This is an optimization exercise on Yosys and OpenROAD, whose aim is small area, not a production implementation.
No functional check of the RTL was part of any run shown here.
Power is estimated from default activity; no workload was simulated.

==> flow/config.mk <==
export PLATFORM = sky130hd
export DESIGN_NAME = ps2_top_level
export DESIGN_NICKNAME = ps2_top_level
export VERILOG_FILES = /design/flow/design.v
export SDC_FILE = /design/flow/constraint.sdc
export NUM_CORES = 4
export LEC_CHECK = 0
export CAP_MARGIN = 20
export CORE_MARGIN = 2
export CORE_UTILIZATION = 40
export SLEW_MARGIN = 20
==> flow/design.v <==
module half_clock(
    input  logic oldclk,
    input  logic rst,
    output logic newclk,    
    output logic odd        
);
always_ff @(posedge oldclk) begin
    odd    <= ~rst & ~odd;
    newclk <= ~rst & odd;
end
endmodule
module XYCounter(
    input  logic clk,
    input  logic rst,
    input  logic en,
    output logic vs, hs,
    output logic yinc,      
    output logic upd,       
    output logic[9:0] x, y
);
wire xend = x[9] & x[8] & x[5];                   
wire yend = y[9] & y[3] & y[2] & y[0];            
assign yinc = en & xend;
wire clrx = rst | yinc;
wire clry = rst | (yinc & yend);
wire[10:0] cx, cy;
assign cx[0] = en;
assign cy[0] = yinc;
genvar i;
for (i = 0; i < 10; i++) begin : g
    assign cx[i+1] = cx[i] & x[i];
    assign cy[i+1] = cy[i] & y[i];
    always_ff @(posedge clk) begin
        x[i] <= ~clrx & (x[i] ^ cx[i]);
        y[i] <= ~clry & (y[i] ^ cy[i]);
    end
end
wire hsl = x[9] & ~x[8] & x[7] & ~(x[6] & x[5] & x[4]) & (x[6] | x[5] | x[4]);
wire vsl = y[8] & y[7] & y[6] & y[5] & ~y[4] & y[3] & ~y[2] & y[1];
logic vs_q;
always_ff @(posedge clk) begin
    vs_q <= rst | vs;
    if (rst | en) begin
        hs <= rst | ~hsl;
        vs <= rst | ~vsl;
    end
end
assign upd = vs & ~vs_q;
endmodule
module ps2 #(parameter
    UP = 8'h1D, DOWN = 8'h1B, LEFT = 8'h1C, RIGHT = 8'h23
)(
    input  logic sysclk, rst,
    input  logic clk, data,
    output logic L, R, U, D      
);
logic[1:0] lo;
always_ff @(posedge sysclk) begin
    lo[1] <= ~(rst | clk) & (lo[1] | lo[0]);
    lo[0] <= ~(rst | clk) & (lo[1] | ~lo[0]);
end
wire fall = lo[1] & ~lo[0];
logic[3:0] count;        
logic[7:0] bits;
logic par;
logic fo;
wire c0  = ~(count[3] | count[2] | count[1] | count[0]);
wire c9  = count[3] & count[0];
wire c10 = count[3] & count[1];
wire clrc = rst | (fall & c10);
wire[4:0] cc;
assign cc[0] = fall;
genvar i;
for (i = 0; i < 4; i++) begin : g
    assign cc[i+1] = cc[i] & count[i];
    always_ff @(posedge sysclk) count[i] <= ~clrc & (count[i] ^ cc[i]);
end
always_ff @(posedge sysclk)
    if (fall & ~c9) bits <= {data, bits[7:1]};
always_ff @(posedge sysclk)
    if (fall) par <= ~c0 & (par ^ data);
wire act = fall & c10 & par;
wire isU = bits == UP, isD = bits == DOWN, isL = bits == LEFT, isR = bits == RIGHT;
always_ff @(posedge sysclk)
    if (rst | act) begin
        U  <= ~rst & (U ? ~(fo & isU) : (~D & ~fo & isU));
        D  <= ~rst & (D ? ~(fo & isD) : (~U & ~fo & isD));
        L  <= ~rst & (L ? ~(fo & isL) : (~R & ~fo & isL));
        R  <= ~rst & (R ? ~(fo & isR) : (~L & ~fo & isR));
        fo <= ~rst & (bits == 8'hF0);
    end
endmodule
module box_controller(
    input  logic clk,
    input  logic rst,
    input  logic odd,
    input  logic yinc,
    input  logic upd,
    input  logic L, R, U, D,
    output logic[9:0] u, v,
    output logic[1:0] col      
);
wire bx0   = u[9] & u[7] & u[6];                                         
wire bx1   = u[9] & u[7] & u[5] & u[4] & u[3] & u[2] & u[1] & u[0];      
wire ulo   = ~u[9] & ~u[8] & ~u[7] & ~u[4] & ~u[2] & ~u[1];
wire bx600 = ulo & ~u[0];                                                
wire bx599 = ulo & u[0];                                                 
wire vhi   = v[8] & v[7] & v[6] & v[5] & v[3];
wire by0   = vhi & v[2];                                                 
wire by1   = vhi & v[1] & v[0];                                          
wire vlo   = ~v[9] & ~v[8] & ~v[7] & ~v[6] & ~v[3] & ~v[1];
wire by440 = vlo & ~v[0];                                                
wire by439 = vlo & v[0];                                                 
wire mvl = L & ~bx0, mvr = R & ~bx600;
wire mvu = U & ~by0, mvd = D & ~by440;
wire rot = upd & ((L & bx1) | (R & bx599) | (U & by1) | (D & by439));
wire uwrap = u[9] & u[8] & u[5];             
wire vwrap = v[9] & v[3] & v[2] & v[1];      
localparam logic[9:0] U0 = 10'd403, V0 = 10'd307;
wire ua0 = odd & ~(upd & (mvl | mvr));
wire ua1 = upd & mvl;
wire va0 = yinc | (upd & ~(mvu | mvd));
wire va1 = upd & mvu;
wire clru = odd & uwrap;
wire clrv = yinc & vwrap;
wire[10:0] cu, cv;
assign cu[0] = ua0;
assign cv[0] = va0;
assign cu[1] = (u[0] & ua0) | ua1;
assign cv[1] = (v[0] & va0) | va1;
genvar i;
for (i = 0; i < 10; i++) begin : g
    if (i > 0) begin : c
        assign cu[i+1] = cu[i] & u[i];
        assign cv[i+1] = cv[i] & v[i];
    end
    always_ff @(posedge clk) begin
        u[i] <= rst ? U0[i] : ~clru & (u[i] ^ cu[i]);
        v[i] <= rst ? V0[i] : ~clrv & (v[i] ^ cv[i]);
    end
end
always_ff @(posedge clk)
    if (rst | rot) col <= {~rst & col[0], ~rst & ~col[1] & ~col[0]};
endmodule
module Drawer(
    input  logic clk,
    input  logic rst,
    input  logic en,
    input  logic[9:0] u, v,
    input  logic[1:0] col,
    output logic[3:0] r, g, b
);
wire inx = u[9] & u[7] & u[6] & (~u[5] | (~u[4] & (~u[3] | ~(u[2] | u[1] | u[0]))));
wire iny = ~(v[9] | v[8] | v[7] | v[6]) & (~v[5] | (~v[4] & (~v[3] | ~(v[2] | v[1] | v[0]))));
logic on;
always_ff @(posedge clk)
    if (rst | en) on <= ~rst & inx & iny;
assign r = {4{on & ~col[1] & ~col[0]}};
assign g = {4{on & col[1]}};
assign b = {4{on & col[0]}};
endmodule
module ps2_top_level(
    input logic clk, rst, psClk, data,
    output logic vs, hs,
    output logic[3:0] r, g, b
);
logic en, odd, yinc, upd;
logic[9:0] x, y, u, v;
logic L, R, U, D;
logic[1:0] col;
half_clock hc (.oldclk(clk), .rst(rst), .newclk(en), .odd(odd));
XYCounter c (.clk(clk), .rst(rst), .en(en), .vs(vs), .hs(hs),
             .yinc(yinc), .upd(upd), .x(x), .y(y));
ps2 P (.sysclk(clk), .rst(rst), .clk(psClk), .data(data),
       .L(L), .R(R), .U(U), .D(D));
box_controller box (.clk(clk), .rst(rst), .odd(odd), .yinc(yinc), .upd(upd),
                    .L(L), .R(R), .U(U), .D(D), .u(u), .v(v), .col(col));
Drawer d (.clk(clk), .rst(rst), .en(en), .u(u), .v(v), .col(col),
          .r(r), .g(g), .b(b));
endmodule
==> flow/run.sh <==
#!/bin/bash
# synth_recipe.tcl (not shown) runs the flow's synth.tcl, then flattens the netlist and writes it again
# the make line also repeats each setting of config.mk as NAME=value (left out here)
make -C /OpenROAD-flow-scripts/flow DESIGN_CONFIG=/design/flow/config.mk WORK_HOME=/design/flow/orfs CLKGATE_MAP_FILE= SYNTH_SCRIPT=/design/flow/synth_recipe.tcl finish
==> flow/constraint.sdc <==
create_clock -name core_clock -period 20.0 [get_ports {clk}]
set_input_delay 4.0000 -clock core_clock [delete_from_list [all_inputs] [get_ports {clk}]]
set_output_delay 4.0000 -clock core_clock [all_outputs]
set_load 0.01 [all_outputs]
==> metrics.log, run 1 <==
INFO  metric outcome = timing/DRC/antenna clean
INFO  metric placementRows = 31
INFO  metric num_io_pins = 18
INFO  metric finish.net_count = 330
INFO  metric fill_cells = about 720
INFO  metric pin_count_of_the_biggest_net_entering_global_routing = 32
INFO  metric multi_input_area = 1380 µm²
INFO  metric synth.ff_latch_count = between 60 and 70
INFO  metric syn-mean-instance-area = between 10 and 15 µm²
INFO  metric post_cts_resized = 0
INFO  metric numCtsBuffers = 9
INFO  metric r2r_setup_slack = 16,810 ps
INFO  metric critical-path-slowest-cell = sky130_fd_sc_hd__inv_1
INFO  metric detailedRoute.firstPassIterationCount = 4
INFO  metric worst_r2r_path_depth = 14
INFO  metric cell_breakdown_of_the_critical_path = clkdlybuf4s50_1 > inv_1 > nand4_1 > nor4_1
INFO  metric cts_tree = yes
INFO  metric first_global_vias = between 1,500 and 2,000
INFO  metric max_stage_delay = around 790 ps
INFO  metric dp_cells = between 300 and 400
INFO  metric n_antenna_cell = 0
INFO  metric hold_buf_cts = 0
INFO  metric cts.htree.levels = 3
INFO  metric worstReg2RegEnd = box.v[9]$_SDFF_PP0_
INFO  metric worstPathBufferInverterCount = 2
INFO  metric seq_area = about 1600 µm²
INFO  metric async_flop_share = 0%
INFO  metric post-dp-hpwl = about 3600 µm
INFO  metric crit_family = buffers and inverters
INFO  metric number_of_antenna_violations_at_the_first_check_in_global_routing = 0
INFO  metric initial_utilization = 41.7%
INFO  metric yosys_most_used_dff = sky130_fd_sc_hd__dfxtp_1
INFO  metric synthDistinctLibCells = 40
INFO  metric route.final.wire_length = approximately 5000 µm
INFO  metric first_pass_grt_wire_length = around 8800 µm
INFO  metric cts_buffer_depth = 2
INFO  metric mostFrequentLayoutCell = sky130_fd_sc_hd__dfxtp_1
INFO  metric power_per_cell_area = about 74 nW/µm²
INFO  metric floorplan.die_area = approximately 8300 µm²
INFO  metric clk_pin_slew_worst_paths = about 70 ps
INFO  metric antenna_left = 0
INFO  metric setup.worst_path.end_class = flip-flop
INFO  metric layout_min_cycle_time = 5820 ps
INFO  metric vias = between 2,000 and 2,500
INFO  metric synth_seq_area_share = between 50% and 60%
INFO  metric critPathKind = in2reg
INFO  metric timing.setup.tns = 0 ps
INFO  metric detail_route.drc_violations = 0
INFO  metric netlist_area = roughly 3000 µm²
INFO  metric timing.max_cap.violations = 0
INFO  metric worstMarginPinSlew = 814 ps
INFO  metric final.period_utilization = between 20 and 30%
INFO  metric ys.warnings.count = 5
INFO  metric static_leakage = 1.54 nW
INFO  metric gr-total-overflow = 0
INFO  metric report.power.total = roughly 0.00025 W
INFO  metric gp_routability_congestion = 0.804
INFO  metric cts.sinks = 68
INFO  metric synth_edf_count = 19
INFO  metric vias_per_cell = roughly 5.1
INFO  metric cts_root_buf = sky130_fd_sc_hd__clkbuf_8
INFO  metric detailedRoute.firstIterationViolations = 88
INFO  metric synth.net_count = 317
INFO  metric chipHeight = ~91 µm
INFO  metric clk_latency = roughly 340 ps
INFO  metric core = approximately 7300 µm²
INFO  metric timing.slew.headroom = between 40% and 50%
INFO  metric wl_per_cell = ~13 µm
INFO  metric min_from = P.bits[3]$_DFFE_PP_
INFO  metric critical_path.reg2reg.startpoint = c.x[5]$_DFF_P_
INFO  metric cp_max_fo = 31
INFO  metric end_point_of_the_worst_hold_path = P.bits[2]$_DFFE_PP_
INFO  metric cp_data_arrival_time = 5980 ps
INFO  metric timing.critical_path.required = between 20,000 and 25,000 ps
INFO  metric fin_worst_skew = a little under 10 ps
INFO  metric die_x = just over 90 µm
INFO  metric startpoint_class = input port
INFO  metric grt_usage = 13.5%
INFO  metric syn-instance-count = around 270
INFO  metric hold-path-cell-count = 0
INFO  metric buffer_ports.inserted = 17
INFO  metric instances_no_fill = just under 400
INFO  metric postCtsSetupRepairBufs = 0
INFO  metric setup_viol = 0
INFO  metric area.growth.synth_to_final = 12.3%
INFO  metric rsz0062_at_grt = no
INFO  metric min-delay-path-class = reg2reg
INFO  metric final_layout_size_suffix_gt1_share = 7.88%
INFO  metric timing.hold.ws = about 480 ps
INFO  metric final-hold-violation-count = 0
INFO  metric slew_violations = 0
INFO  metric max_freq = roughly 170 MHz
INFO  metric vdd_ir_drop_max = between 0.03 and 0.04 mV
INFO  metric most-common-layout-cells = sky130_fd_sc_hd__dfxtp_1, sky130_fd_sc_hd__ha_1, sky130_fd_sc_hd__nand2_1, sky130_fd_sc_hd__edfxtp_1, sky130_fd_sc_hd__and3_1
cells in the mapped netlist (6+ instances only):
master                     number  area share (%)
sky130_fd_sc_hd__and3_1        19             3.9
sky130_fd_sc_hd__edfxtp_1      19              19
sky130_fd_sc_hd__dfxtp_1       49              32
sky130_fd_sc_hd__nor3_1         8             1.3
sky130_fd_sc_hd__ha_1          39              16
sky130_fd_sc_hd__and2_1        15             3.1
sky130_fd_sc_hd__nand2_1       27             3.3
sky130_fd_sc_hd__inv_1          7            0.86
sky130_fd_sc_hd__nor2_1         9             1.1
sky130_fd_sc_hd__buf_4          9             2.2
sky130_fd_sc_hd__nor4_1         6             1.2
sky130_fd_sc_hd__nand4_1        8             1.6
how the worst max path moves through the flow:
stage / from / end / slack (ps) / cells past startpoint
after floorplan: rst / P.D$_DFFE_PP_ / 14790 / 4
after global placement: rst / box.col[0]$_DFFE_PP_ / 13860 / 3
after detailed placement: rst / box.col[0]$_DFFE_PP_ / 13810 / 3
after CTS: box.col[0]$_DFFE_PP_ / r[0] / 14140 / 2
after global routing: box.col[0]$_DFFE_PP_ / r[0] / 14000 / 2
final: rst / P.fo$_DFFE_PP_ / 14180 / 4
metal layers:
metal	global-route usage, %	share of wire (%)	up-vias
met4	9.09	3.3	0
li1	-	-	1017
met2	19.9	43	37
met3	2.99	3.3	13
met5	0	0	-
met1	17.8	50	946
kinds of logic (layout without fill, tap and decap cells):
logic type                 count (synthesis)  in the layout  synth area share (%)
and+or+nand+nor                          118            118                  22.3
DFF                                       68             68                  51.0
xor gates and xnor gates                   6              6                  1.73
buffers and inverters                     22             40                  3.82
adders and majority gates                 39             39                  16.0
AOI/OAI and AO/OA                         21             21                  5.14
final cells by class:
cell class                 instances  area share, %
clock buffer                      13           4.36
clock inverter                     3          0.440
inverter                           7          0.769
multi-input combinational        184           40.4
sequential                        68           45.4
tap                               99           3.63
timing repair buffer              17           4.98
power breakdown:
part	leakage, nW	switching (W)	internal (W)
Combinational	0.882	0.00000543	0.00000467
Clock	0.0872	0.0000491	0.0000479
Sequential	0.573	0.00000287	0.000144
metrics by stage:
stage               utilization [%]  instance area [µm²]  worst slack (ps)
floorplan                         -                 3040             14790
global placement               44.5                 3250             13860
detailed placement             44.5                 3250             13810
CTS                            46.8                 3410             14140
global route                   46.8                 3420             14000
finish                         46.8                 3420             14180
registers in the layout, summed over array words and instances (netlist names), 2 cells and up:
signal and count:
P.count 4, P.lo 2, box.col 2, box.u 10, box.v 10, c.y 10
P.bits 8, c.x 10
==> inputs of run 2 (changes only) <==
--- a/flow/config.mk
+++ b/flow/config.mk
@@ -10,2 +10,3 @@
 export CORE_UTILIZATION = 40
+export CTS_BUF_LIST = sky130_fd_sc_hd__clkbuf_4
 export SLEW_MARGIN = 20
==> run 2 against run 1 <==
- global-route usage shrank 0.26 points
- largest power group unchanged
- flip-flop and latch count is the same
- design area shrank 1.6%
- routed wire length shrank 1.1%
- via count shrank 0.75%
- worst hold slack gained 5.7 ps
- worst setup slack lost 45 ps
- critical path depth shrank 2
==> metrics.log, run 2 <==
INFO  metric synth_edf_count = 19 (unchanged)
INFO  metric number_of_antenna_violations_at_the_first_check_in_global_routing = 0 (unchanged)
INFO  metric fin_util = 46.1% (-0.75 points)
INFO  metric cts_tree = yes
INFO  metric timing.critical_path.required = 16,000 ps (-4160 ps)
INFO  metric cts_root_buf = sky130_fd_sc_hd__clkbuf_4
INFO  metric final-hold-violation-count = 0 (unchanged)
INFO  metric cp_max_fo = 4 (-87%)
INFO  metric timing.max_cap.violations = 0 (unchanged)
INFO  metric syn-mean-instance-area = 11.1 µm² (unchanged)
INFO  metric initial_utilization = 41.7% (unchanged)
INFO  metric first_global_vias = 1,888 (+0.32%)
INFO  metric slew_violations = 0 (unchanged)
INFO  metric post_synth_fa_ha_maj_area_fraction = 16.0% (unchanged)
INFO  metric hold_buf_cts = 0 (unchanged)
INFO  metric detailedRoute.firstPassIterationCount = 4 (unchanged)
INFO  metric outcome = timing/DRC/antenna clean
INFO  metric yosys-mux-area-fraction = 0% (unchanged)
INFO  metric pin_count_of_the_biggest_net_entering_global_routing = 32 (unchanged)
INFO  metric yosys.area.top_type = sky130_fd_sc_hd__dfxtp_1
INFO  metric gp_routability_congestion = 0.804 (unchanged)
INFO  metric setup_viol = 0 (unchanged)
INFO  metric detail_route.drc_violations = 0 (unchanged)
INFO  metric timing.setup.tns = 0 ps (unchanged)
INFO  metric power_per_cell_area = 68.8 nW/µm² (-7.5%)
INFO  metric startpoint_class = flip-flop
INFO  metric floorplan.die_area = 8320 µm² (unchanged)
INFO  metric cts.htree.levels = 3 (unchanged)
INFO  metric post_cts_resized = 0 (unchanged)
INFO  metric clk_latency = 400 ps (+60 ps)
INFO  metric cp_data_arrival_time = 1860 ps (-4120 ps)
INFO  metric chipHeight = 91.2 µm (unchanged)
INFO  metric static_leakage = 1.52 nW (-1.2%)
INFO  metric netlist_top_cells_count = sky130_fd_sc_hd__dfxtp_1, sky130_fd_sc_hd__ha_1, sky130_fd_sc_hd__nand2_1
INFO  metric worstMarginPinSlew = 810 ps (-3.97 ps)
INFO  metric placementRows = 31 (unchanged)
INFO  metric numCtsBuffers = 9 (unchanged)
INFO  metric vdd_ir_drop_max = 0.0338 mV (+1.0%)
INFO  metric final_layout_size_suffix_gt1_share = 8.56% (+0.68 points)
INFO  metric synth_area_in_compound_gates = 5.14% (unchanged)
INFO  metric cell_types_with_the_largest_area_share_after_synthesis = sky130_fd_sc_hd__dfxtp_1, sky130_fd_sc_hd__edfxtp_1, sky130_fd_sc_hd__ha_1
INFO  metric antenna_left = 0 (unchanged)
INFO  metric cts.sinks = 68 (unchanged)
INFO  metric final.period_utilization = 29.3% (+0.22 points)
INFO  metric synth.net_count = 317 (unchanged)
INFO  metric route.final.wire_length = 4950 µm (-1.1%)
INFO  metric top_area_cell_type_share_of_the_netlist_area = 32.2% (unchanged)
INFO  metric num_io_pins = 18 (unchanged)
INFO  metric min-delay-path-class = reg2reg
INFO  metric setup.worst_path.end_class = output port
INFO  metric netlist_area = 3040 µm² (unchanged)
INFO  metric synth.ff_latch_count = 68 (unchanged)
INFO  metric gr-total-overflow = 0 (unchanged)
INFO  metric fin_worst_skew = 17.9 ps (+8.25 ps)
INFO  metric layout_min_cycle_time = 5860 ps (+44.5 ps)
INFO  metric rsz0062_at_grt = no
INFO  metric syn-instance-count = 274 (unchanged)
INFO  metric synth_seq_area_share = 51.0% (unchanged)
INFO  metric mostFrequentLayoutCell = sky130_fd_sc_hd__dfxtp_1
INFO  metric async_flop_share = 0% (unchanged)
INFO  metric most-common-layout-cells = sky130_fd_sc_hd__dfxtp_1, sky130_fd_sc_hd__ha_1, sky130_fd_sc_hd__nand2_1, sky130_fd_sc_hd__edfxtp_1, sky130_fd_sc_hd__and3_1
INFO  metric timing.slew.headroom = 45.9% (+0.26 points)
INFO  metric area.growth.synth_to_final = 10.4%
INFO  metric detailedRoute.firstIterationViolations = 113 (+28%)
INFO  metric yosys_most_used_dff = sky130_fd_sc_hd__dfxtp_1
INFO  metric ys.warnings.count = 5 (unchanged)
INFO  metric clk_pin_slew_worst_paths = 100 ps (+30 ps)
INFO  metric core = 7290 µm² (unchanged)
INFO  metric vias_per_cell = 5.11 (-0.75%)
INFO  metric max_freq = 171 MHz (-0.76%)
INFO  metric simple_gate_area_share_of_the_yosys_netlist = 22.3% (unchanged)
INFO  metric finish.net_count = 330 (unchanged)
INFO  metric cts_buffer_depth = 2 (unchanged)
INFO  metric first_pass_grt_wire_length = 8820 µm (-0.23%)
INFO  metric grt_usage = 13.3% (-0.26 points)
INFO  metric wl_per_cell = 12.6 µm (-1.1%)
INFO  metric die_x = 91.2 µm (unchanged)
INFO  metric n_antenna_cell = 0 (unchanged)
INFO  metric postCtsSetupRepairBufs = 0 (unchanged)
INFO  metric synthDistinctLibCells = 40 (unchanged)
INFO  metric main_combinational_cell_family_by_area_after_synthesis = simple AND/OR/NAND/NOR gates
INFO  metric post-dp-hpwl = 3620 µm (unchanged)
INFO  metric synth.most_common_cell = sky130_fd_sc_hd__dfxtp_1
INFO  metric critPathKind = reg2out
INFO  metric buffer_ports.inserted = 17 (unchanged)
INFO  metric post_synth_xor_area_fraction = 1.73% (unchanged)
INFO  metric vias = 1,998 (-0.75%)
==> run 2: cell counts after synthesis <==
No cell type changed its count.
==> run 2: kinds of logic after synthesis <==
group | count (synthesis)
fa+ha+maj | 39
buf+inv | 22
simple gates | 118
flops | 68
xor+xnor | 6
compound gates | 21
==> run 2: per-layer routing <==
| layer | global-route usage [%] | wire length, µm | vias up |
|---|---|---|---|
| li1 | - | - | 1016 |
| met1 | 17.8 | 2470 | 932 |
| met2 | 20.1 | 2190 | 41 |
| met3 | 2.74 | 185 | 9 |
| met4 | 7.20 | 107 | 0 |
| met5 | 0 | 0 | - |
==> run 2: per-stage QoR <==
stage               instances  setup slack (ps)  total power, W  hold slack (ps)  area [µm²]
floorplan                 274             14790        0.000157              402        3040
global placement          375             13860        0.000160              451        3250
finish                    391             14140        0.000231              485        3360
global route              391             13920        0.000242              512        3360
detailed placement        375             13810        0.000161              461        3250
CTS                       391             14080        0.000234              491        3360
==> run 2: area by class of cell <==
cell class              instances  area, µm²
fillers                       735       3930
multi-input cells             184       1380
inverters                       7       26.3
repair buffers                 17        170
well taps                      99        124
clock inverters                 4       18.8
flip-flops and latches         68       1550
clock buffers                  12       90.1
==> run 2: worst paths after layout <==
kind | startpoint | end | slack [ps] | cells after the start
setup / recovery | box.col[0]$_DFFE_PP_ | r[0] | 14140 | 2
hold / removal | P.bits[3]$_DFFE_PP_ | P.bits[2]$_DFFE_PP_ | 490 | 0
setup reg to reg | c.x[5]$_DFF_P_ | box.v[9]$_SDFF_PP0_ | 16810 | 14
hold reg to reg | P.bits[3]$_DFFE_PP_ | P.bits[2]$_DFFE_PP_ | 490 | 0
==> run 2: where the power goes <==
group	internal [W]	switching, W
logic	0.00000467	0.00000544
clock network	0.0000289	0.0000453
registers	0.000144	0.00000288
==> run 2: worst max-delay path, stage by stage (launching register included) <==
cell	delay (ps)
sky130_fd_sc_hd__edfxtp_1	430
sky130_fd_sc_hd__nor3b_1	410
sky130_fd_sc_hd__clkdlybuf4s50_1	630
==> inputs of run 3 (changes only) <==
--- a/flow/design.v
+++ b/flow/design.v
@@ -15,5 +15,6 @@
     input  logic en,
+    input  logic odd,
     output logic vs, hs,
     output logic yinc,      
-    output logic upd,       
+    output logic upd,
     output logic[9:0] x, y
@@ -25,2 +26,3 @@
 wire clry = rst | (yinc & yend);
+localparam logic[9:0] Y0 = 10'd22;
 wire[10:0] cx, cy;
@@ -34,16 +36,13 @@
         x[i] <= ~clrx & (x[i] ^ cx[i]);
-        y[i] <= ~clry & (y[i] ^ cy[i]);
+        y[i] <= rst ? Y0[i] : ~clry & (y[i] ^ cy[i]);
     end
 end
-wire hsl = x[9] & ~x[8] & x[7] & ~(x[6] & x[5] & x[4]) & (x[6] | x[5] | x[4]);
-wire vsl = y[8] & y[7] & y[6] & y[5] & ~y[4] & y[3] & ~y[2] & y[1];
-logic vs_q;
-always_ff @(posedge clk) begin
-    vs_q <= rst | vs;
-    if (rst | en) begin
-        hs <= rst | ~hsl;
-        vs <= rst | ~vsl;
-    end
-end
-assign upd = vs & ~vs_q;
+wire x01 = ~(x[9] | x[8] | x[7] | x[6] | x[5] | x[4] | x[3] | x[2] | x[1]);    
+wire nz  = x[3] | x[2] | x[1] | x[0];
+wire hsl = x[9] & ~x[8] & x[7] & (x[6] | x[5] | (x[4] & nz)) & ~(x[6] & x[5] & x[4] & nz);
+wire y51x = y[9] & ~y[3] & ~y[2];
+wire vsl = (x01 & ~x[0]) ? y51x & (y[1] ^ y[0]) : y51x & ~y[1];
+assign hs  = ~hsl;
+assign vs  = ~vsl;
+assign upd = odd & x01 & x[0] & y51x & y[1] & ~y[0];
 endmodule
@@ -171,3 +170,3 @@
 half_clock hc (.oldclk(clk), .rst(rst), .newclk(en), .odd(odd));
-XYCounter c (.clk(clk), .rst(rst), .en(en), .vs(vs), .hs(hs),
+XYCounter c (.clk(clk), .rst(rst), .en(en), .odd(odd), .vs(vs), .hs(hs),
              .yinc(yinc), .upd(upd), .x(x), .y(y));
--- a/flow/config.mk
+++ b/flow/config.mk
@@ -10,3 +10,5 @@
 export CORE_UTILIZATION = 40
-export CTS_BUF_LIST = sky130_fd_sc_hd__clkbuf_4
+export CTS_BUF_LIST = sky130_fd_sc_hd__clkbuf_8
+export CTS_CLUSTER_DIAMETER = 200
+export CTS_CLUSTER_SIZE = 35
 export SLEW_MARGIN = 20
==> run 3 against run 2 <==
- flip-flop and latch count fell by 3
- synthesized cell count down 1.1%
- non-clock buffer count increased by 1
- combinational power increased by 12%
- clock power rose by 26%
- final cell count is 0.51% lower
- count of clock-buffer cells in the layout down 2
- critical path depth grew 3
- largest cell class unchanged
- largest power group unchanged
==> metrics.log, run 3 <==
INFO  metric final.setup.worst_slack = 13,810 ps (-331 ps)
INFO  metric fin_worst_skew = 11.4 ps (-6.55 ps)
INFO  metric mostFrequentLayoutCell = sky130_fd_sc_hd__dfxtp_1
INFO  metric most-common-layout-cells = sky130_fd_sc_hd__dfxtp_1, sky130_fd_sc_hd__ha_1, sky130_fd_sc_hd__and3_1
INFO  metric ys.warnings.count = 5 (unchanged)
INFO  metric top_area_cell_type_share_of_the_netlist_area = 32.0% (-0.24 points)
INFO  metric worstMarginPinSlew = 861 ps (+51.1 ps)
INFO  metric final-hold-violation-count = 0 (unchanged)
INFO  metric fill_cells = 699 (-4.9%)
INFO  metric detailedRoute.firstPassIterationCount = 4 (unchanged)
INFO  metric seq_area = 1470 µm² (-5.2%)
INFO  metric cts_tree = yes
INFO  metric end_point_of_the_worst_hold_path = P.bits[4]$_DFFE_PP_
INFO  metric timing.max_cap.violations = 0 (unchanged)
INFO  metric cts_root_buf = sky130_fd_sc_hd__clkbuf_8
INFO  metric numCtsBuffers = 9 (unchanged)
INFO  metric syn-instance-count = 271 (-1.1%)
INFO  metric number_of_antenna_violations_at_the_first_check_in_global_routing = 0 (unchanged)
INFO  metric area.growth.synth_to_final = 12.7%
INFO  metric min-delay-path-class = reg2reg
INFO  metric switching_power = 0.0000552 W (+3.0%)
INFO  metric n_antenna_cell = 0 (unchanged)
INFO  metric timing.critical_path.required = 16,000 ps (about the same)
INFO  metric p_clk_share = 38.1% (+6.0 points)
INFO  metric pin_count_of_the_biggest_net_entering_global_routing = 34 (+6.3%)
INFO  metric final.period_utilization = 31.0% (+1.7 points)
INFO  metric multi_input_area = 1420 µm² (+2.9%)
INFO  metric critical_path.reg2reg.startpoint = c.y[0]$_SDFF_PP0_
INFO  metric critical-path-slowest-cell = sky130_fd_sc_hd__or4_4
INFO  metric async_flop_share = 0% (unchanged)
INFO  metric first_global_vias = 1,944 (+3.0%)
INFO  metric grt_usage = 14.2% (+0.93 points)
INFO  metric hold_buf_cts = 0 (unchanged)
INFO  metric cp_max_fo = 3 (-1)
INFO  metric route.final.wire_length = 5310 µm (+7.4%)
INFO  metric postCtsSetupRepairBufs = 0 (unchanged)
INFO  metric seq_power_share = 57.3% (-6.3 points)
INFO  metric intPower = 0.000190 W (+6.7%)
INFO  metric post-dp-hpwl = 3770 µm (+4.3%)
INFO  metric rsz0062_at_grt = no
INFO  metric hold-path-cell-count = 0 (unchanged)
INFO  metric timing.setup.tns = 0 ps (unchanged)
INFO  metric cell_breakdown_of_the_critical_path = or4_4 > nor4_4 > xnor2_1 > nand3_1 > clkdlybuf4s50_1
INFO  metric max_stage_delay = 570 ps (-60 ps)
INFO  metric floorplan.die_area = 8220 µm² (-1.3%)
INFO  metric instances_no_fill = 389 (-0.51%)
INFO  metric netSwitchingFraction = 22.5% (-0.63 points)
INFO  metric placementRows = 31 (unchanged)
INFO  metric timing.slew.headroom = 42.5% (-3.4 points)
INFO  metric max_freq = 161 MHz (-5.3%)
INFO  metric vias_per_cell = 5.20 (+1.8%)
INFO  metric synth.ff_latch_count = 65 (-4.4%)
INFO  metric clk_pin_slew_worst_paths = 70 ps (-30 ps)
INFO  metric wl_per_cell = 13.7 µm (+8.0%)
INFO  metric gr-total-overflow = 0 (unchanged)
INFO  metric chipHeight = 90.6 µm (-0.63%)
INFO  metric gp_routability_congestion = 0.767 (-4.7%)
INFO  metric setup_viol = 0 (unchanged)
INFO  metric setup.worst_path.end_class = output port
INFO  metric cts.sinks = 65 (-4.4%)
INFO  metric cp_data_arrival_time = 2190 ps (+330 ps)
INFO  metric yosys.area.top_type = sky130_fd_sc_hd__dfxtp_1
INFO  metric finish.net_count = 328 (-0.61%)
INFO  metric worst_r2r_path_depth = 16 (+2)
INFO  metric detailedRoute.firstIterationViolations = 78 (-31%)
INFO  metric netlist_area = 3000 µm² (-1.3%)
INFO  metric report.power.total = 0.000245 W (+5.9%)
INFO  metric timing.hold.ws = 463 ps (-22.3 ps)
INFO  metric synth.most_common_cell = sky130_fd_sc_hd__dfxtp_1
INFO  metric initial_utilization = 41.4% (-0.33 points)
INFO  metric num_io_pins = 18 (unchanged)
INFO  metric first_pass_grt_wire_length = 9240 µm (+4.8%)
INFO  metric r2r_setup_slack = 16,070 ps (-740 ps)
INFO  metric startpoint_class = flip-flop
INFO  metric critPathKind = reg2out
INFO  metric static_leakage = 1.56 nW (+2.6%)
INFO  metric slew_violations = 0 (unchanged)
INFO  metric dp_slack = 14,100 ps (+290 ps)
INFO  metric power_per_cell_area = 72.4 nW/µm² (+5.1%)
INFO  metric core = 7250 µm² (-0.53%)
INFO  metric worstReg2RegEnd = box.u[9]$_SDFF_PP0_
INFO  metric netlist_top_cells_count = sky130_fd_sc_hd__dfxtp_1, sky130_fd_sc_hd__ha_1, sky130_fd_sc_hd__and3_1
INFO  metric post_cts_resized = 0 (unchanged)
INFO  metric final_layout_size_suffix_gt1_share = 8.62% (+0.059 points)
INFO  metric layout_min_cycle_time = 6190 ps (+331 ps)
INFO  metric buffer_ports.inserted = 17 (unchanged)
INFO  metric syn-mean-instance-area = 11.1 µm² (-0.22%)
INFO  metric dp_cells = 373 (-0.53%)
INFO  metric min_from = P.bits[5]$_DFFE_PP_
INFO  metric synth.net_count = 314 (-0.95%)
INFO  metric antenna_left = 0 (unchanged)
INFO  metric synthDistinctLibCells = 48 (+20%)
INFO  metric cts_buffer_depth = 2 (unchanged)
INFO  metric yosys_most_used_dff = sky130_fd_sc_hd__dfxtp_1
INFO  metric synth_seq_area_share = 49.0% (-2.0 points)
INFO  metric vias = 2,023 (+1.3%)
INFO  metric pwr-share-comb = 4.6% (+0.2 points)
INFO  metric cts.htree.levels = 3 (unchanged)
INFO  metric clk_latency = 330 ps (-70 ps)
INFO  metric die_x = 90.6 µm (-0.63%)
INFO  metric outcome = timing/DRC/antenna clean
INFO  metric cell_types_with_the_largest_area_share_after_synthesis = sky130_fd_sc_hd__dfxtp_1, sky130_fd_sc_hd__edfxtp_1, sky130_fd_sc_hd__ha_1
INFO  metric vdd_ir_drop_max = 0.0291 mV (-14%)
INFO  metric detail_route.drc_violations = 0 (unchanged)
INFO  metric synth_edf_count = 17 (-2)
==> run 3: routing by layer <==
| metal | up-vias | wire length, µm | global-route usage (%) |
|---|---|---|---|
| met5 | - | 0 | 0 |
| met4 | 0 | 91 | 6.15 |
| met3 | 7 | 176 | 4.17 |
| met2 | 26 | 2360 | 21.5 |
| met1 | 959 | 2690 | 18.9 |
| li1 | 1031 | - | - |
==> run 3: area by class of cell <==
class | count | share of cell area (%)
timing repair buffer | 18 | 5.25
inverter | 7 | 0.776
clock inverter | 6 | 0.813
clock buffer | 10 | 4.07
tap | 99 | 3.66
sequential | 65 | 43.5
multi-input combinational | 184 | 42.0
==> run 3: power groups by stage <==
stage | logic (W) | registers [W] | clock network, W
finish | 0.0000113 | 0.000140 | 0.0000933
detailed placement | 0.0000114 | 0.000143 | 0
floorplan | 0.00000816 | 0.000142 | 0
global route | 0.0000129 | 0.000141 | 0.000102
global placement | 0.0000112 | 0.000143 | 0
CTS | 0.0000115 | 0.000140 | 0.0000966
==> run 3: worst max-delay path by stage <==
stage	from	cells after the start	to	slack [ps]
after detailed placement	rst	4	box.col[0]$_DFFE_PP_	14100
after CTS	c.y[0]$_SDFF_PP0_	5	vs	13760
final	c.y[0]$_SDFF_PP0_	5	vs	13810
after global placement	c.y[0]$_SDFF_PP0_	5	vs	14140
after floorplan	c.y[0]$_SDFF_PP0_	4	vs	14640
after global routing	c.y[0]$_SDFF_PP0_	5	vs	13670
==> run 3: per-stage QoR <==
stage | util [%] | instance area, µm²
after global routing | 46.7 | 3380
after CTS | 46.6 | 3380
after global placement | 44.3 | 3210
final | 46.7 | 3380
after detailed placement | 44.3 | 3210
after floorplan | - | 3000
==> run 3: kinds of logic after synthesis <==
logic type / count (synthesis) / share of synthesized area (%)
flops: 65 / 49.0
xor+xnor: 7 / 2.04
simple gates: 105 / 21.0
fa+ha+maj: 39 / 16.3
compound gates: 33 / 7.83
buf+inv: 22 / 3.87
==> run 3: critical path, delay by kind of cell (launching register included) <==
kind                   cells  cell delay (ps)
buffers and inverters      1              480
AND/OR/NAND/NOR            3              910
flip-flops                 1              330
XOR/XNOR                   1              150
==> inputs of run 4 (changes only) <==
--- a/flow/config.mk
+++ b/flow/config.mk
@@ -10,5 +10,5 @@
 export CORE_UTILIZATION = 40
-export CTS_BUF_LIST = sky130_fd_sc_hd__clkbuf_8
+export CTS_BUF_LIST = sky130_fd_sc_hd__clkbuf_4
 export CTS_CLUSTER_DIAMETER = 200
-export CTS_CLUSTER_SIZE = 35
+export CTS_CLUSTER_SIZE = 25
 export SLEW_MARGIN = 20
==> run 4 against run 3 <==
- register-to-register slack hardly changed
- area after synthesis stayed put
- critical path depth stayed put
- first-iteration DRC count is 42% higher
- flip-flop and latch count stayed put
- sequential share of layout area is 0.74 points higher
- worst setup slack worse by 81 ps
- via count is 0.59% higher
- total power is 8.9% lower
- design area is 1.7% lower
- critical endpoint unchanged
- largest cell class unchanged
==> metrics.log, run 4 <==
INFO  metric synth_area_in_compound_gates = 7.83% (unchanged)
INFO  metric num_io_pins = 18 (unchanged)
INFO  metric timing.critical_path.required = 16,000 ps (about the same)
INFO  metric critPathKind = reg2out
INFO  metric max_freq = 159 MHz (-1.3%)
INFO  metric initial_utilization = 41.4% (unchanged)
INFO  metric cp_data_arrival_time = 2280 ps (+90 ps)
INFO  metric first_global_vias = 1,965 (+1.1%)
INFO  metric synthDistinctLibCells = 48 (unchanged)
INFO  metric final_layout_size_suffix_gt1_share = 8.97% (+0.34 points)
INFO  metric cp_max_fo = 3 (unchanged)
INFO  metric cts_tree = yes
INFO  metric netlist_top_cells_count = sky130_fd_sc_hd__dfxtp_1, sky130_fd_sc_hd__ha_1, sky130_fd_sc_hd__and3_1
INFO  metric setup_viol = 0 (unchanged)
INFO  metric grt_usage = 14.3% (+0.11 points)
INFO  metric syn-instance-count = 271 (unchanged)
INFO  metric gp_routability_congestion = 0.767 (unchanged)
INFO  metric finish.net_count = 328 (unchanged)
INFO  metric final-hold-violation-count = 0 (unchanged)
INFO  metric die_x = 90.6 µm (unchanged)
INFO  metric most-common-layout-cells = sky130_fd_sc_hd__dfxtp_1, sky130_fd_sc_hd__ha_1, sky130_fd_sc_hd__and3_1
INFO  metric pin_count_of_the_biggest_net_entering_global_routing = 34 (unchanged)
INFO  metric post_cts_resized = 0 (unchanged)
INFO  metric vias = 2,035 (+0.59%)
INFO  metric cts.sinks = 65 (unchanged)
INFO  metric cts_root_buf = sky130_fd_sc_hd__clkbuf_4
INFO  metric main_combinational_cell_family_by_area_after_synthesis = simple AND/OR/NAND/NOR gates
INFO  metric synth_seq_area_share = 49.0% (unchanged)
INFO  metric fin_worst_skew = 14.9 ps (+3.55 ps)
INFO  metric worstMarginPinSlew = 872 ps (+10.4 ps)
INFO  metric detailedRoute.firstPassIterationCount = 4 (unchanged)
INFO  metric chipHeight = 90.6 µm (unchanged)
INFO  metric postCtsSetupRepairBufs = 0 (unchanged)
INFO  metric power_per_cell_area = 67.1 nW/µm² (-7.3%)
INFO  metric ys.warnings.count = 5 (unchanged)
INFO  metric wl_per_cell = 13.7 µm (about the same)
INFO  metric cts_buffer_depth = 2 (unchanged)
INFO  metric cts.htree.levels = 3 (unchanged)
INFO  metric netlist_area = 3000 µm² (unchanged)
INFO  metric detailedRoute.firstIterationViolations = 111 (+42%)
INFO  metric synth.ff_latch_count = 65 (unchanged)
INFO  metric first_pass_grt_wire_length = 9250 µm (+0.14%)
INFO  metric area.growth.synth_to_final = 10.8%
INFO  metric report.power.total = 0.000223 W (-8.9%)
INFO  metric post_synth_xor_area_fraction = 2.04% (unchanged)
INFO  metric antenna_left = 0 (unchanged)
INFO  metric fin_util = 45.9% (-0.78 points)
INFO  metric rsz0062_at_grt = no
INFO  metric number_of_antenna_violations_at_the_first_check_in_global_routing = 1 (+1)
INFO  metric vdd_ir_drop_max = 0.0224 mV (-23%)
INFO  metric final.setup.worst_slack = 13,720 ps (-81.0 ps)
INFO  metric buffer_ports.inserted = 17 (unchanged)
INFO  metric timing.max_cap.violations = 0 (unchanged)
INFO  metric yosys.area.top_type = sky130_fd_sc_hd__dfxtp_1
INFO  metric timing.hold.ws = 471 ps (+8.48 ps)
INFO  metric async_flop_share = 0% (unchanged)
INFO  metric post-dp-hpwl = 3770 µm (unchanged)
INFO  metric timing.slew.headroom = 41.8% (-0.70 points)
INFO  metric setup.worst_path.end_class = output port
INFO  metric floorplan.die_area = 8220 µm² (unchanged)
INFO  metric synth.most_common_cell = sky130_fd_sc_hd__dfxtp_1
INFO  metric hold_buf_cts = 0 (unchanged)
INFO  metric min-delay-path-class = reg2reg
INFO  metric simple_gate_area_share_of_the_yosys_netlist = 21.0% (unchanged)
INFO  metric layout_min_cycle_time = 6280 ps (+81.0 ps)
INFO  metric yosys-mux-area-fraction = 0% (unchanged)
INFO  metric detail_route.drc_violations = 0 (unchanged)
INFO  metric slew_violations = 0 (unchanged)
INFO  metric synth_edf_count = 17 (unchanged)
INFO  metric cell_types_with_the_largest_area_share_after_synthesis = sky130_fd_sc_hd__dfxtp_1, sky130_fd_sc_hd__edfxtp_1, sky130_fd_sc_hd__ha_1
INFO  metric yosys_most_used_dff = sky130_fd_sc_hd__dfxtp_1
INFO  metric outcome = timing/DRC/antenna clean
INFO  metric startpoint_class = flip-flop
INFO  metric placementRows = 31 (unchanged)
INFO  metric route.final.wire_length = 5330 µm (+0.28%)
INFO  metric numCtsBuffers = 9 (unchanged)
INFO  metric syn-mean-instance-area = 11.1 µm² (unchanged)
INFO  metric synth.net_count = 314 (unchanged)
INFO  metric core = 7250 µm² (unchanged)
INFO  metric static_leakage = 1.53 nW (-1.9%)
INFO  metric gr-total-overflow = 0 (unchanged)
INFO  metric dp_slack = 14,100 ps (unchanged)
INFO  metric top_area_cell_type_share_of_the_netlist_area = 32.0% (unchanged)
INFO  metric timing.setup.tns = 0 ps (unchanged)
INFO  metric clk_pin_slew_worst_paths = 110 ps (+40 ps)
INFO  metric vias_per_cell = 5.22 (+0.34%)
INFO  metric mostFrequentLayoutCell = sky130_fd_sc_hd__dfxtp_1
INFO  metric post_synth_fa_ha_maj_area_fraction = 16.3% (unchanged)
INFO  metric final.period_utilization = 31.4% (+0.40 points)
INFO  metric clk_latency = 400 ps (+70 ps)
## run 4: cell counts after synthesis
Identical to the previous run, type by type.
## run 4: cell families (layout without fill, tap and decap cells)
group,after synthesis,count (layout)
adders and majority gates,39,39
buffers and inverters,22,41
AOI/OAI and AO/OA,33,33
other,0,1
and+or+nand+nor,105,105
DFF,65,65
xor gates and xnor gates,7,7
## run 4: per-stage QoR
step                      std cells  instance area [µm²]
after detailed placement        373                 3210
after CTS                       389                 3320
after global placement          373                 3210
after global routing            390                 3330
after floorplan                 271                 3000
final                           390                 3330
## run 4: worst max-delay path, cell delays in order (launching register included)
cell and delay, ps:
sky130_fd_sc_hd__dfxtp_1 340, sky130_fd_sc_hd__or4_4 580, sky130_fd_sc_hd__nor4_4 250, sky130_fd_sc_hd__xnor2_1 150, sky130_fd_sc_hd__nand3_1 90, sky130_fd_sc_hd__clkdlybuf4s50_1 480
## run 4: power breakdown
part           internal [W]  switching, W   total, W  leakage [nW]
logic            0.00000548    0.00000589  0.0000114         0.914
registers          0.000138    0.00000261   0.000140         0.551
clock network     0.0000272     0.0000445  0.0000716        0.0678
total              0.000170     0.0000530   0.000223          1.53
## run 4: path summary, 6_finish.rpt
check | from | end | slack, ps | cells after the start
hold / removal | P.bits[5]$_DFFE_PP_ | P.bits[4]$_DFFE_PP_ | 470 | 0
hold reg to reg | P.bits[5]$_DFFE_PP_ | P.bits[4]$_DFFE_PP_ | 470 | 0
setup / recovery | c.y[0]$_SDFF_PP0_ | vs | 13720 | 5
setup reg to reg | c.y[0]$_SDFF_PP0_ | box.u[9]$_SDFF_PP0_ | 16060 | 16
## run 4: cell type report
class                      instances  area (µm²)
fill                             712        3930
timing repair buffer              18         178
clock inverter                     5        23.8
tap                               99         124
antenna                            1        2.50
inverter                           7        26.3
sequential                        65        1470
clock buffer                      11        82.6
multi-input combinational        184        1420
## run 4: routing by layer
layer	up-vias	GRT usage (%)	part of all wire, %
li1	1030	-	-
met1	965	18.8	48
met2	36	21.6	46
met3	4	3.92	4.1
met4	0	7.31	1.2
met5	-	0	0
==> inputs of run 5 (changes only) <==
--- a/flow/design.v
+++ b/flow/design.v
@@ -48,5 +48,3 @@
 endmodule
-module ps2 #(parameter
-    UP = 8'h1D, DOWN = 8'h1B, LEFT = 8'h1C, RIGHT = 8'h23
-)(
+module ps2(
     input  logic sysclk, rst,
@@ -62,3 +60,2 @@
 logic[3:0] count;        
-logic[7:0] bits;
 logic par;
@@ -66,4 +63,4 @@
 wire c0  = ~(count[3] | count[2] | count[1] | count[0]);
+wire c10 = count[3] & count[1];
 wire c9  = count[3] & count[0];
-wire c10 = count[3] & count[1];
 wire clrc = rst | (fall & c10);
@@ -77,7 +74,21 @@
 always_ff @(posedge sysclk)
-    if (fall & ~c9) bits <= {data, bits[7:1]};
+    if (fall) par <= ~c0 & (par ^ data);
+logic[2:0] s;
+logic e;             
+logic[2:0] alt;      
+always_comb
+    case (count[2:0])
+        3'd1: begin e = 1'b1;                        alt = 3'b110; end
+        3'd2: begin e = 1'b0;                        alt = s[0] ? 3'b101 : 3'b000; end
+        3'd3: begin e = s[1];                        alt = ~s[0] ? 3'b100 : 3'b000; end
+        3'd4: begin e = s[1] | s[0];                 alt = (~s[1] & s[0]) ? 3'b001 : 3'b000; end
+        3'd5: begin e = s[2];                        alt = 3'b000; end
+        3'd6: begin e = s[2] ? ~(s[1] | s[0]) : s[0]; alt = 3'b000; end
+        default: begin e = s[2] & ~s[1] & ~s[0];     alt = 3'b000; end    
+    endcase
 always_ff @(posedge sysclk)
-    if (fall) par <= ~c0 & (par ^ data);
+    if (fall & ~c9 & ~c10) s <= c0 ? 3'b111 : (data == e) ? s : alt;
+wire isU = s == 3'b111, isD = s == 3'b101, isL = s == 3'b110, isF = s == 3'b100;
+wire isR = ~s[2] & s[0];
 wire act = fall & c10 & par;
-wire isU = bits == UP, isD = bits == DOWN, isL = bits == LEFT, isR = bits == RIGHT;
 always_ff @(posedge sysclk)
@@ -88,3 +99,3 @@
         R  <= ~rst & (R ? ~(fo & isR) : (~L & ~fo & isR));
-        fo <= ~rst & (bits == 8'hF0);
+        fo <= ~rst & isF;
     end
==> flow/flow/run.sh (new file) <==
#!/bin/bash
# Layout flow: the standard flow (standard.sh), with two changes:
#  - synthesis maps the logic with an area-oriented ABC script and lets ABC
#    map the adders too (no separate half-adder mapping); the registers are
#    the standard synthesis's, as dfflibmap makes them before ABC runs;
#  - the port buffers are sky130_fd_sc_hd__buf_1.
# Each step's full output goes to a log file in the work folder.
set -euo pipefail
W=$PWD
cp -r "$FLOW_HOME/scripts" "$W/scripts_area"
printf '&get -n\n&st\n&dch -f\n&nf -a\n&put\ntopo\n' > "$W/scripts_area/abc_speed.script"
bash standard.sh SCRIPTS_DIR="$W/scripts_area" ADDER_MAP_FILE= synth > "$W/flow_synth.log" 2>&1
bash standard.sh BUFFER_PORTS_ARGS="-buffer_cell sky130_fd_sc_hd__buf_1" finish > "$W/flow_layout.log" 2>&1
==> flow/standard.sh (new file) <==
#!/bin/bash
# synth_recipe.tcl (not shown) runs the flow's synth.tcl, then flattens the netlist and writes it again
# the make line also repeats each setting of config.mk as NAME=value (left out here)
make -C /OpenROAD-flow-scripts/flow DESIGN_CONFIG=/design/flow/config.mk WORK_HOME=/design/flow/orfs CLKGATE_MAP_FILE= SYNTH_SCRIPT=/design/flow/synth_recipe.tcl "${@:-finish}"
removed: flow/run.sh
==> run 5 against run 4 <==
- first-iteration DRC count fell by 34%
- register-to-register slack improved by 440 ps
- largest cell class is now multi-input gates
- area after synthesis down 7.9%
- still clean
- worst setup slack got worse by 360 ps
- clock skew fell by 2.9 ps
==> metrics.log, run 5 <==
INFO  metric worstMarginPinSlew = 895 ps (+23.7 ps)
INFO  metric layout_min_cycle_time = 6630 ps (+355 ps)
INFO  metric min_from = hc.odd$_DFF_P_
INFO  metric cts.sinks = 60 (-7.7%)
INFO  metric cts_root_buf = sky130_fd_sc_hd__clkbuf_4
INFO  metric synth.most_common_cell = sky130_fd_sc_hd__dfxtp_1
INFO  metric static_leakage = 1.00 nW (-35%)
INFO  metric yosys.area.top_type = sky130_fd_sc_hd__dfxtp_1
INFO  metric timing.setup.tns = 0 ps (unchanged)
INFO  metric power_per_cell_area = 73.7 nW/µm² (+9.9%)
INFO  metric timing.slew.headroom = 39.8% (-2.1 points)
INFO  metric detailedRoute.firstIterationViolations = 73 (-34%)
INFO  metric fin_worst_skew = 12.1 ps (-2.88 ps)
INFO  metric setup_viol = 0 (unchanged)
INFO  metric numCtsBuffers = 9 (unchanged)
INFO  metric chipHeight = 87.1 µm (-3.9%)
INFO  metric die_x = 87.1 µm (-3.9%)
INFO  metric report.power.total = 0.000220 W (-1.5%)
INFO  metric postCtsSetupRepairBufs = 0 (unchanged)
INFO  metric clk_latency = 400 ps (about the same)
INFO  metric rsz0062_at_grt = no
INFO  metric slew_violations = 0 (unchanged)
INFO  metric mostFrequentLayoutCell = sky130_fd_sc_hd__dfxtp_1
INFO  metric netlist_area = 2770 µm² (-7.9%)
INFO  metric grt_usage = 15.8% (+1.5 points)
INFO  metric fin_util = 44.2% (-1.7 points)
INFO  metric post-dp-hpwl = 3740 µm (-0.75%)
INFO  metric detailedRoute.firstPassIterationCount = 4 (unchanged)
INFO  metric timing.max_cap.violations = 0 (unchanged)
INFO  metric hold_buf_cts = 0 (unchanged)
INFO  metric wl_per_cell = 12.7 µm (-7.1%)
INFO  metric startpoint_class = flip-flop
INFO  metric gp_routability_congestion = 0.776 (+1.2%)
INFO  metric cp_data_arrival_time = 2630 ps (+350 ps)
INFO  metric gr-total-overflow = 0 (unchanged)
INFO  metric synth.ff_latch_count = 60 (-7.7%)
INFO  metric synth_edf_count = 12 (-5)
INFO  metric synth_seq_area_share = 47.8% (-1.2 points)
INFO  metric setup.worst_path.end_class = output port
INFO  metric num_io_pins = 18 (unchanged)
INFO  metric antenna_left = 0 (unchanged)
INFO  metric n_antenna_cell = 0 (-1)
INFO  metric crit_start = c.x[8]$_DFF_P_
INFO  metric async_flop_share = 0% (unchanged)
INFO  metric detail_route.drc_violations = 0 (unchanged)
INFO  metric netlist_top_cells_count = sky130_fd_sc_hd__dfxtp_1, sky130_fd_sc_hd__nor2_1, sky130_fd_sc_hd__nor3_1
INFO  metric critical_path.reg2reg.startpoint = c.x[8]$_DFF_P_
INFO  metric placedInstanceArea = 2860 µm² (-11%)
INFO  metric initial_utilization = 40.9% (-0.47 points)
INFO  metric synthDistinctLibCells = 43 (-10%)
INFO  metric cts.htree.levels = 3 (unchanged)
INFO  metric outcome = timing/DRC/antenna clean
INFO  metric first_global_vias = 2,076 (+5.6%)
INFO  metric area_of_all_placed_cells_without_fillers = 2990 µm² (-10%)
INFO  metric area.growth.synth_to_final = 7.96%
INFO  metric syn-instance-count = 309 (+14%)
INFO  metric floorplan.die_area = 7590 µm² (-7.6%)
INFO  metric number_of_antenna_violations_at_the_first_check_in_global_routing = 0 (-1)
INFO  metric most-common-layout-cells = sky130_fd_sc_hd__dfxtp_1, sky130_fd_sc_hd__nor2_1, sky130_fd_sc_hd__nor3_1, sky130_fd_sc_hd__a21oi_1, sky130_fd_sc_hd__nand2_1
INFO  metric ys.warnings.count = 5 (unchanged)
INFO  metric core = 6760 µm² (-6.8%)
INFO  metric cell_types_with_the_largest_area_share_after_synthesis = sky130_fd_sc_hd__dfxtp_1, sky130_fd_sc_hd__edfxtp_1, sky130_fd_sc_hd__nor2_1
INFO  metric synth.net_count = 313 (-0.32%)
INFO  metric syn-mean-instance-area = 8.95 µm² (-19%)
INFO  metric first_pass_grt_wire_length = 9540 µm (+3.1%)
INFO  metric yosys_most_used_dff = sky130_fd_sc_hd__dfxtp_1
INFO  metric pin_count_of_the_biggest_net_entering_global_routing = 22 (-35%)
INFO  metric vdd_ir_drop_max = 0.0232 mV (+3.9%)
INFO  metric top_area_cell_type_share_of_the_netlist_area = 34.8% (+2.8 points)
INFO  metric cts_buffer_depth = 2 (unchanged)
INFO  metric placementRows = 30 (-3.2%)
INFO  metric min-delay-path-class = reg2reg
INFO  metric vias = 2,271 (+12%)
INFO  metric vias_per_cell = 5.51 (+5.6%)
INFO  metric timing.critical_path.required = 16,000 ps (about the same)
INFO  metric route.final.wire_length = 5230 µm (-1.8%)
INFO  metric post_cts_resized = 0 (unchanged)
INFO  metric max_freq = 151 MHz (-5.4%)
INFO  metric final_layout_size_suffix_gt1_share = 3.61% (-5.4 points)
INFO  metric buffer_ports.inserted = 17 (unchanged)
INFO  metric cp_max_fo = 6 (+3)
INFO  metric cts_tree = yes
INFO  metric finish.net_count = 332 (+1.2%)
INFO  metric clk_pin_slew_worst_paths = 100 ps (about the same)
INFO  metric critPathKind = reg2out
INFO  metric final.period_utilization = 33.2% (+1.8 points)
INFO  metric final-hold-violation-count = 0 (unchanged)
==> run 5: cell types whose count changed after synthesis, moves of 8 or more <==
cell / previous run / this run
sky130_fd_sc_hd__and3_1: 28 / 6
sky130_fd_sc_hd__ha_1: 39 / 0
sky130_fd_sc_hd__nor2_1: 9 / 35
sky130_fd_sc_hd__o21ai_0: 4 / 19
sky130_fd_sc_hd__clkinv_1: 0 / 11
sky130_fd_sc_hd__o31ai_1: 0 / 8
sky130_fd_sc_hd__xnor2_1: 3 / 14
sky130_fd_sc_hd__and2_0: 0 / 8
sky130_fd_sc_hd__a21oi_1: 5 / 23
sky130_fd_sc_hd__a21o_1: 8 / 0
sky130_fd_sc_hd__nor3_1: 9 / 26
==> run 5: metal layers <==
metal  share of wire [%]  vias up  track usage (%)
li1                    -     1182                -
met1                  50     1052             21.1
met2                  44       25             24.2
met3                 2.5       12             3.41
met4                 2.5        0             7.97
met5                   0        -                0
==> run 5: cell families (layout without fill, tap and decap cells) <==
family                 after synthesis  in the layout  share of synthesized area (%)
buffers and inverters               20             43                           3.94
XOR/XNOR                            18             18                           5.70
AND/OR/NAND/NOR                    136            136                           25.2
flip-flops                          60             60                           47.8
AO/OA/AOI/OAI                       75             75                           17.3
==> run 5: critical path: stages (launching register included) <==
cell,delay (ps)
sky130_fd_sc_hd__dfxtp_1,370
sky130_fd_sc_hd__or4_1,520
sky130_fd_sc_hd__nor4_1,690
sky130_fd_sc_hd__nor3b_1,310
sky130_fd_sc_hd__xnor2_1,140
sky130_fd_sc_hd__nand2_1,60
sky130_fd_sc_hd__buf_1,130
==> run 5: report_power, final <==
part / switching (W) / internal, W
combinational: 0.00000647 / 0.00000426
clock: 0.0000403 / 0.0000392
sequential: 0.00000352 / 0.000126
==> run 5: cell type report <==
| class | count | area, µm² |
|---|---|---|
| Clock inverter | 4 | 41.3 |
| Sequential cell | 60 | 1320 |
| Multi-Input combinational cell | 229 | 1340 |
| Clock buffer | 11 | 82.6 |
| Tap cell | 80 | 100 |
| Timing Repair Buffer | 17 | 63.8 |
| Inverter | 11 | 41.3 |
| Fill cell | 688 | 3770 |
==> run 5: worst paths after layout <==
check	end	depth (start not counted)	slack [ps]
setup / recovery	vs	6	13370
hold / removal	hc.odd$_DFF_P_	1	440
setup reg to reg	box.v[9]$_SDFF_PP0_	8	16500
hold reg to reg	hc.odd$_DFF_P_	1	440
==> run 5: metrics by stage <==
stage,hold slack (ps),cells,worst slack (ps)
after global placement,412,397,13760
after detailed placement,424,397,13700
after global routing,488,412,13130
after CTS,448,412,13290
after floorplan,402,309,14230
final,443,412,13370
==> inputs of run 6 (changes only) <==
--- a/flow/flow/run.sh
+++ b/flow/flow/run.sh
@@ -12,2 +12,2 @@
 bash standard.sh SCRIPTS_DIR="$W/scripts_area" ADDER_MAP_FILE= synth > "$W/flow_synth.log" 2>&1
-bash standard.sh BUFFER_PORTS_ARGS="-buffer_cell sky130_fd_sc_hd__buf_1" finish > "$W/flow_layout.log" 2>&1
+bash standard.sh BUFFER_PORTS_ARGS="-buffer_cell sky130_fd_sc_hd__buf_1" CTS_ARGS="-sink_clustering_enable -repair_clock_nets -buf_list sky130_fd_sc_hd__clkbuf_4 -sink_clustering_size 25 -sink_clustering_max_diameter 200 -dont_use_dummy_load" finish > "$W/flow_layout.log" 2>&1
==> run 6 against run 5 <==
- sequential power barely moved
- global-route usage up 0.22 points
- first-iteration DRC count up 19%
- register-to-register slack worse by 40 ps
- via count shrank 0.26%
- worst hold slack got worse by 2.6 ps
- sequential share of layout area grew 0.85 points
- total power shrank 9.9%
- fmax up 0.14%
- worst setup slack better by 9.4 ps
- critical endpoint unchanged
==> metrics.log, run 6 <==
INFO  metric cell_breakdown_of_the_critical_path = or4_1 > nor4_1 > nor3b_1 > xnor2_1 > nand2_1 > buf_1
INFO  metric route.final.wire_length = 5260 µm (+0.61%)
INFO  metric most-common-layout-cells = sky130_fd_sc_hd__dfxtp_1, sky130_fd_sc_hd__nor2_1, sky130_fd_sc_hd__nor3_1, sky130_fd_sc_hd__a21oi_1, sky130_fd_sc_hd__nand2_1
INFO  metric setup.worst_path.end_class = output port
INFO  metric gp_routability_congestion = 0.776 (unchanged)
INFO  metric slew_violations = 0 (unchanged)
INFO  metric min_from = hc.odd$_DFF_P_
INFO  metric clk_pin_slew_worst_paths = 90 ps (about the same)
INFO  metric ys.warnings.count = 5 (unchanged)
INFO  metric hold-path-cell-count = 1 (unchanged)
INFO  metric clk_latency = 400 ps (about the same)
INFO  metric final.period_utilization = 33.1% (-0.047 points)
INFO  metric critical_path.reg2reg.startpoint = c.x[8]$_DFF_P_
INFO  metric post_cts_resized = 0 (unchanged)
INFO  metric synth.ff_latch_count = 60 (unchanged)
INFO  metric intPower = 0.000151 W (-11%)
INFO  metric cts_root_buf = sky130_fd_sc_hd__clkbuf_4
INFO  metric worstPathBufferInverterCount = 1 (unchanged)
INFO  metric num_io_pins = 18 (unchanged)
INFO  metric power_per_cell_area = 67.6 nW/µm² (-8.2%)
INFO  metric top_area_cell_type_share_of_the_netlist_area = 34.8% (unchanged)
INFO  metric yosys.area.top_type = sky130_fd_sc_hd__dfxtp_1
INFO  metric layout_min_cycle_time = 6620 ps (-9.40 ps)
INFO  metric static_leakage = 0.974 nW (-2.8%)
INFO  metric critPathKind = reg2out
INFO  metric timing.slew.headroom = 41.2% (+1.5 points)
INFO  metric vias_per_cell = 5.58 (+1.2%)
INFO  metric first_global_vias = 2,079 (+0.14%)
INFO  metric r2r_setup_slack = 16,460 ps (-40 ps)
INFO  metric synth.net_count = 313 (unchanged)
INFO  metric outcome = timing/DRC/antenna clean
INFO  metric final-hold-violation-count = 0 (unchanged)
INFO  metric netlist_area = 2770 µm² (unchanged)
INFO  metric seq_power_share = 65.5% (+6.5 points)
INFO  metric worstMarginPinSlew = 873 ps (-22.0 ps)
INFO  metric timing.setup.tns = 0 ps (unchanged)
INFO  metric post-dp-hpwl = 3740 µm (unchanged)
INFO  metric synth.most_common_cell = sky130_fd_sc_hd__dfxtp_1
INFO  metric dp_slack = 13,700 ps (unchanged)
INFO  metric finish.net_count = 332 (unchanged)
INFO  metric cts.sinks = 60 (unchanged)
INFO  metric cts_tree = yes
INFO  metric yosys_most_used_dff = sky130_fd_sc_hd__dfxtp_1
INFO  metric pwr-share-comb = 5.4% (+0.5 points)
INFO  metric netlist_top_cells_count = sky130_fd_sc_hd__dfxtp_1, sky130_fd_sc_hd__nor2_1, sky130_fd_sc_hd__nor3_1
INFO  metric final_layout_size_suffix_gt1_share = 2.76% (-0.85 points)
INFO  metric buffer_ports.inserted = 17 (unchanged)
INFO  metric timing.critical_path.required = 16,000 ps (about the same)
INFO  metric vdd_ir_drop_max = 0.0228 mV (-1.7%)
INFO  metric rsz0062_at_grt = no
INFO  metric end_point_of_the_worst_hold_path = hc.odd$_DFF_P_
INFO  metric area.growth.synth_to_final = 5.93%
INFO  metric critical-path-slowest-cell = sky130_fd_sc_hd__nor4_1
INFO  metric die_x = 87.1 µm (unchanged)
INFO  metric cell_types_with_the_largest_area_share_after_synthesis = sky130_fd_sc_hd__dfxtp_1, sky130_fd_sc_hd__edfxtp_1, sky130_fd_sc_hd__nor2_1
INFO  metric max_freq = 151 MHz (+0.14%)
INFO  metric number_of_antenna_violations_at_the_first_check_in_global_routing = 0 (unchanged)
INFO  metric final.setup.worst_slack = 13,380 ps (+9.40 ps)
INFO  metric cts.htree.levels = 3 (unchanged)
INFO  metric p_clk_share = 29.1% (-7.0 points)
INFO  metric gr-total-overflow = 0 (unchanged)
INFO  metric timing.max_cap.violations = 0 (unchanged)
INFO  metric antenna_left = 0 (unchanged)
INFO  metric worstReg2RegEnd = box.v[9]$_SDFF_PP0_
INFO  metric fill_cells = 685 (-0.44%)
INFO  metric n_antenna_cell = 0 (unchanged)
INFO  metric core = 6760 µm² (unchanged)
INFO  metric mostFrequentLayoutCell = sky130_fd_sc_hd__dfxtp_1
INFO  metric initial_utilization = 40.9% (unchanged)
INFO  metric detail_route.drc_violations = 0 (unchanged)
INFO  metric startpoint_class = flip-flop
INFO  metric floorplan.die_area = 7590 µm² (unchanged)
INFO  metric synth_seq_area_share = 47.8% (unchanged)
INFO  metric vias = 2,265 (-0.26%)
INFO  metric first_pass_grt_wire_length = 9560 µm (+0.22%)
INFO  metric pin_count_of_the_biggest_net_entering_global_routing = 22 (unchanged)
INFO  metric switching_power = 0.0000468 W (-7.1%)
INFO  metric numCtsBuffers = 9 (unchanged)
INFO  metric grt_usage = 16.1% (+0.22 points)
INFO  metric synth_edf_count = 12 (unchanged)
INFO  metric syn-instance-count = 309 (unchanged)
INFO  metric min-delay-path-class = reg2reg
INFO  metric chipHeight = 87.1 µm (unchanged)
INFO  metric cp_max_fo = 6 (unchanged)
INFO  metric setup_viol = 0 (unchanged)
INFO  metric syn-mean-instance-area = 8.95 µm² (unchanged)
INFO  metric async_flop_share = 0% (unchanged)
INFO  metric hold_buf_cts = 0 (unchanged)
INFO  metric fin_worst_skew = 26.2 ps (+14.1 ps)
INFO  metric detailedRoute.firstIterationViolations = 87 (+19%)
INFO  metric wl_per_cell = 13.0 µm (+2.1%)
INFO  metric netSwitchingFraction = 23.6% (+0.74 points)
INFO  metric cts_buffer_depth = 2 (unchanged)
INFO  metric worst_r2r_path_depth = 8 (unchanged)
INFO  metric cp_data_arrival_time = 2620 ps (about the same)
INFO  metric detailedRoute.firstPassIterationCount = 4 (unchanged)
INFO  metric synthDistinctLibCells = 43 (unchanged)
INFO  metric postCtsSetupRepairBufs = 0 (unchanged)
INFO  metric crit_family = simple AND/OR/NAND/NOR gates
INFO  metric placementRows = 30 (unchanged)
INFO  metric max_stage_delay = 680 ps (about the same)
run 6: cell count changes in the layout (fill, tap and decap cells not counted):
cell	previous run	this run
sky130_fd_sc_hd__bufinv_16	1	0
sky130_fd_sc_hd__clkbuf_4	11	9
sky130_fd_sc_hd__clkinv_1	14	11
run 6: worst max path at each step:
| stage | from | to | depth (start not counted) |
|---|---|---|---|
| 2_1_floorplan | c.x[8]$_DFF_P_ | vs | 5 |
| 3_3_place_gp | rst | P.D$_DFFE_PP_ | 4 |
| 3_5_place_dp | rst | P.D$_DFFE_PP_ | 4 |
| 4_1_cts | c.x[8]$_DFF_P_ | vs | 6 |
| 5_1_grt | c.x[8]$_DFF_P_ | vs | 6 |
| 6_report | c.x[8]$_DFF_P_ | vs | 6 |
run 6: kinds of logic after synthesis:
family	Yosys count	share of synthesized area, %
and+or+nand+nor	136	25.2
AOI/OAI and AO/OA	75	17.3
DFF	60	47.8
buffers and inverters	20	3.94
xor gates and xnor gates	18	5.70
run 6: stage by stage:
step | instance area (µm²) | hold slack [ps] | utilization [%] | cells | total power (W)
after floorplan | 2770 | 402 | - | 309 | 0.000140
after global placement | 2860 | 412 | 42.4 | 397 | 0.000143
after detailed placement | 2860 | 424 | 42.4 | 397 | 0.000143
after CTS | 2930 | 445 | 43.4 | 406 | 0.000202
after global routing | 2930 | 486 | 43.4 | 406 | 0.000209
final | 2930 | 441 | 43.4 | 406 | 0.000198
run 6: area by class of cell:
| class | instances | area (µm²) | share of cell area (%) |
|---|---|---|---|
| Timing Repair Buffer | 17 | 63.8 | 2.18 |
| Clock buffer | 9 | 67.6 | 2.31 |
| Sequential cell | 60 | 1320 | 45.1 |
| Tap cell | 80 | 100 | 3.42 |
| Inverter | 11 | 41.3 | 1.41 |
| Multi-Input combinational cell | 229 | 1340 | 45.6 |
run 6: power groups by stage:
stage                     clock network [W]  registers (W)   logic (W)
after floorplan                           0       0.000132  0.00000886
after global placement                    0       0.000132   0.0000107
after detailed placement                  0       0.000133   0.0000109
after CTS                         0.0000609       0.000130   0.0000110
after global routing              0.0000660       0.000130   0.0000127
final                             0.0000576       0.000130   0.0000107
run 6: per-layer routing:
metal,up-vias,wire [µm],share of wire [%],track usage [%]
li1,1176,-,-,-
met1,1047,2660,51,21.1
met2,32,2310,44,24.1
met3,10,174,3.3,4.55
met4,0,117,2.2,7.97
met5,-,0,0,0

-- re-timing with driven ports --
No port has a modelled driver above. Below, the same layouts with a new extraction and two added sets of constraints. Step 1 sets driving cells, clkbuf_16 on the clock port and buf_2 on the other inputs (assumed; they add their load-dependent delay and slew). Step 2, shift: input delay + t, output delay - t, t = (earliest + latest rising clock arrival at the registers) / 2. This alone moves slack from input paths to output paths. Three values: no drivers, after step 1, after step 2; two values: the first two.
run	t (ns)	setup WS [ns]	worst setup path at the end	latest minus earliest clock arrival (ns)
run 1	0.368	14.181 / 14.166 / 13.822	input to register	0.011 / 0.011
run 2	0.418	14.137 / 14.109 / 13.818	input to register	0.018 / 0.018
run 3	0.354	13.806 / 13.776 / 14.112	input to register	0.011 / 0.012
run 4	0.423	13.725 / 13.694 / 14.102	input to register	0.015 / 0.015
run 5	0.415	13.369 / 13.344 / 13.759	register to output	0.012 / 0.012
run 6	0.416	13.379 / 13.352 / 13.768	register to output	0.031 / 0.030
After both steps every run listed still meets setup and hold. The setup slack of run 1, which loses most, moves by -0.015 ns with the drivers and by -0.359 ns with both steps.
